Background: an optimization exercise with open tools, aiming at small area and a short achievable clock period. Do not read the settings as production practice.
Function was checked by simulation only, so behaviour that the tests miss may differ from the original.
The clock port is modelled as an ideal driver; clocking choices that lean on that would not hold on a real chip.
No activity file was given, so power comes from the tool's default toggle rates.

==> flow/design.v (excerpt) <==
module alu_stage (
    input   logic           clk,
    input   logic [4:0]     op,
    input   logic [31:0]    a,
    input   logic [31:0]    b,
    output  logic [31:0]    y
);
For scale: ~100 I/O pins.
export LEC_CHECK = 0
export ABC_AREA = 1
export CAP_MARGIN = 20
export CORE_MARGIN = 2
export CORE_UTILIZATION = 40
export SETUP_SLACK_MARGIN = 3.0
export SLEW_MARGIN = 20
export TNS_END_PERCENT = 100
create_clock -name core_clock -period 5.0 [get_ports {clk}]
standard.sh (not shown) runs the stock make flow with config.mk's settings and CLKGATE_MAP_FILE= SYNTH_SCRIPT=/design/flow/synth_recipe.tcl, a recipe that flattens the netlist after the stock synthesis.
==> flow/flow/run.sh <==
#!/bin/bash
# Standard layout, with plain buffers (instead of the delay cells that
# buffer_ports picks by default) on the input and output ports.
set -euo pipefail
bash standard.sh BUFFER_PORTS_ARGS="-buffer_cell sky130_fd_sc_hd__buf_2" finish > standard_make.log 2>&1
Next try:
--- a/flow/config.mk
+++ b/flow/config.mk
@@ -12,3 +12,4 @@
 export SETUP_SLACK_MARGIN = 3.0
 export SLEW_MARGIN = 20
+export SYNTH_HIERARCHICAL = 1
 export TNS_END_PERCENT = 100
Result:
- The changed run ran to the end with no violations
- routed wire length goes down by 1.5%
- die area goes up by 9.7%
- maximum frequency goes up by 1.1%
- global-route usage goes down by 3.4 points
- sequential cell count stays the same
- non-clock buffer count goes up by 21
- cell area goes up by 8.6%
Next try:
==> flow/flow/run.sh (replaced) <==
#!/bin/bash
# Standard layout, with plain buffers (instead of the delay cells that
# buffer_ports picks by default) on the input and output ports, and an area
# recovery pass after clock tree synthesis: non-critical cells are downsized,
# then timing is repaired again to the same setup margin.
set -euo pipefail
bash standard.sh BUFFER_PORTS_ARGS="-buffer_cell sky130_fd_sc_hd__buf_2" \
  POST_CTS_TCL="$PWD/flow/post_cts.tcl" finish > standard_make.log 2>&1
==> flow/flow/post_cts.tcl (new file) <==
# Area recovery after clock tree synthesis: downsize cells off the critical
# paths, then repair setup timing to the flow's setup margin again.
repair_timing -recover_power 100
repair_timing -setup -setup_margin $::env(SETUP_SLACK_MARGIN) -repair_tns 100
detailed_placement
check_placement -verbose
Result: The new run passed the timing, design-rule and antenna checks. Clock power rises slightly. Via count rises slightly. Worst setup slack degrades by 0.020 ns. Total power rises slightly. Final cell count rises slightly. Die area stays the same. Maximum frequency falls slightly. Routed wire length rises by a few percent.
Next try:
==> flow/flow/run.sh (replaced) <==
#!/bin/bash
# Standard layout, with plain buffers (instead of the delay cells that
# buffer_ports picks by default) on the input and output ports.
set -euo pipefail
bash standard.sh BUFFER_PORTS_ARGS="-buffer_cell sky130_fd_sc_hd__buf_2" finish > standard_make.log 2>&1
--- a/flow/config.mk
+++ b/flow/config.mk
@@ -13,3 +13,3 @@
 export SLEW_MARGIN = 20
 export SYNTH_HIERARCHICAL = 1
-export TNS_END_PERCENT = 100
+export TNS_END_PERCENT = 0
removed: flow/flow/post_cts.tcl
=> Utilization is lower by 1.8 points. Total power falls by 1.8%. Synthesized area stays the same. Via count fell by 2.3%.

## delta
Another version of the RTL of alu_stage (not shown whole).
Size in the first run: ~100 flip-flops, about 100 I/O pins, ~7600 µm² of cells after synthesis.
export LEC_CHECK = 0
export ABC_AREA = 1
export CAP_MARGIN = 20
export CORE_MARGIN = 2
export CORE_UTILIZATION = 30
export SETUP_SLACK_MARGIN = 3.0
export SLEW_MARGIN = 20
export TNS_END_PERCENT = 100
create_clock -name core_clock -period 5.0 [get_ports {clk}]
==> flow/flow/run.sh <==
#!/bin/bash
# Standard layout, with plain buffers (instead of the delay cells that
# buffer_ports picks by default) on the input and output ports.
set -euo pipefail
bash standard.sh BUFFER_PORTS_ARGS="-buffer_cell sky130_fd_sc_hd__buf_2" finish > standard_make.log 2>&1
What onyx does differently from delta at the input level:
Settings: CORE_UTILIZATION changed from 30 to 40; CAP_MARGIN changed from 20 to 0; SLEW_MARGIN changed from 20 to 0.
## What came out
delta reports its critical path launch point as op[1] while onyx reports op[4]. onyx vs. delta: critical path depth in cells grew by 3, final global-route overflow total held steady, post-route cell area shrank by about 1.6%, sequential share of layout area grew by 0.38 points. Cell with the largest stage delay on the worst path = sky130_fd_sc_hd__nor3_4: onyx; cell with the largest stage delay on the worst path = sky130_fd_sc_hd__nand3b_1: delta.
diff inputs: onyx => tundra
Settings: putting PLACE_DENSITY at 0.9 where nothing was set; swapping 0 for 20 in SLEW_MARGIN; swapping 0 for 20 in CAP_MARGIN.
Findings:
- tundra against onyx: global-route usage went up by 0.53 points, via count normalized by instance count went up by about 7%.
- Between tundra and onyx, the number of instances in the synthesized netlist does not differ in any meaningful way.
- Of onyx and tundra, the lower maximum fanout encountered on the critical timing path belongs to tundra.
- Relative to onyx, the data arrival time of the worst path of tundra is higher by 0.17 ns.
- On fraction of the core area covered by cells at the end of the flow, onyx and tundra are neck and neck.
- From onyx to tundra the numbers moved as follows: clock power decreased by about 3.7% relative to the old numbers; first-pass GRT wire length shows an increase of 2.8%.

Starting RTL as in the previous note.
## alu_stage
module alu_stage (
    input   logic           clk,
    input   logic [4:0]     op,
    input   logic [31:0]    a,
    input   logic [31:0]    b,
    output  logic [31:0]    y
);
    logic [31:0] p_d, g_d, p_q, g_q;
    logic [3:0]  sel_d, sel_q;
    logic [31:0] result;
    ALU_pre u_pre (
        .op_i  (op),
        .a_i   (a),
        .b_i   (b),
        .p_o   (p_d),
        .g_o   (g_d),
        .sel_o (sel_d)
    );
    always_ff @(posedge clk) begin
        p_q   <= p_d;
        g_q   <= g_d;
        sel_q <= sel_d;
        y     <= result;
    end
    ALU u_alu (
        .p_i      (p_q),
        .g_i      (g_q),
        .sel_i    (sel_q),
        .result_o (result)
    );
endmodule
export LEC_CHECK = 0
export ABC_AREA = 1
export CAP_MARGIN = 20
export CORE_MARGIN = 2
export CORE_UTILIZATION = 40
export SETUP_SLACK_MARGIN = 3.15
export SLEW_MARGIN = 20
export TNS_END_PERCENT = 100
create_clock -name core_clock -period 5.0 [get_ports {clk}]
Scripts as last shown in full above: flow/flow/run.sh
The first run went through all stages and came out clean.
Edit:
SETUP_SLACK_MARGIN = 3.0   (was 3.15)
After rerunning:
- synthesized cell count does not change
- final area is lower by about 10%
- count of clock-buffer cells in the layout rose by 1
- setup slack gains 0.055 ns
Edit:
SYNTH_HIERARCHICAL = 1   (was not set)
Result:
- maximum frequency falls by 2.9%
- worst setup slack got worse by 0.058 ns
- count of clock-buffer cells in the layout decreases by 1
- die area rose by about 13%
- cell count climbs by about 20%
- hold slack degrades by 0.088 ns
- global-route usage went down by 1.8 points
- power went up by 3.6%
- core utilization fell by 2.0 points

== the baseline ==
alu_stage, a different RTL version from the one above (not shown whole).
For scale: about 1600 cells after synthesis, roughly 100 flip-flops, about 100 I/O pins.
Settings: LEC_CHECK=0, ABC_AREA=1, CAP_MARGIN=20, CORE_MARGIN=2, CORE_UTILIZATION=40, SETUP_SLACK_MARGIN=3.1, SLEW_MARGIN=20, SYNTH_HIERARCHICAL=1, TNS_END_PERCENT=100; clock period 5.0 ns.
Scripts as last shown in full above: flow/flow/run.sh
Input changes introduced in the candidate (baseline for comparison: the baseline):
Settings: swapping 3.1 for 3.2 in SETUP_SLACK_MARGIN.
### Flow results
- The candidate finished every stage and its layout cleared the timing, design-rule and antenna checks.
- The baseline reached the final stage; the timing, design-rule and antenna checks on its layout passed.
- The post-CTS clock slew at the launch and capture registers of the worst setup and hold paths on the baseline is in line with that on the candidate.
- Re sequential share of power: the candidate is 0.5 points down on the baseline.
- In the candidate relative to the baseline, first-pass GRT wire length had gone up by a little under 10%.
- Run comparison: the candidate standard cell with the maximum stage delay on the critical path sky130_fd_sc_hd__nor2_4; the baseline standard cell with the maximum stage delay on the critical path sky130_fd_sc_hd__o21ai_0
- For the candidate, the start point of the critical path was op[4], unlike the baseline, where it was op[2].
- In the reports for the baseline and the candidate, the smaller measured slew at the worst slew-check pin belongs to the baseline.
- As far as worst-skew pair later-pin latency is concerned, the candidate and the baseline perform about the same.

## static timing again, ports no longer ideal
Ports are ideal in the flow. The routed layouts listed here were re-timed in OpenROAD.
Step 1 assumes that a clkbuf_16 drives the clock port and a buf_2 every other input.
Step 2, shift: input delay + t, output delay - t, t = (earliest + latest rising clock arrival at the registers) / 2. This alone moves slack from input paths to output paths.
a / b / c = no drivers / after step 1 / after step 2; a / b = the first two.
run | t, ns | setup WS [ns] | pins driven straight from the clock port
the first run of note 1 | 0.411 | 2.999 / 3.031 / 2.619 | 1
the second run of note 1 | 0.404 | 3.021 / 3.046 / 2.642 | 1
the third run of note 1 | 0.405 | 3.001 / 2.997 / 2.592 | 1
the fourth run of note 1 | 0.402 | 2.963 / 2.990 / 2.588 | 1
delta | 0.404 | 2.981 / 3.010 / 2.605 | 1
onyx | 0.404 | 3.026 / 3.039 / 2.634 | 1
tundra | 0.417 | 2.854 / 2.876 / 2.459 | 1
the first run of note 3 | 0.399 | 2.970 / 2.964 / 2.565 | 1
the second run of note 3 | 0.403 | 3.025 / 3.036 / 2.633 | 1
the third run of note 3 | 0.408 | 2.967 / 2.993 / 2.584 | 1
the baseline | 0.412 | 3.014 / 3.023 / 2.611 | 1
the candidate | 0.401 | 3.069 / 3.051 / 2.651 | 1
After both steps setup and hold are still met in every run listed. For the candidate, which loses most, drivers alone change the setup slack by -0.018 ns; drivers and shift together by -0.418 ns.
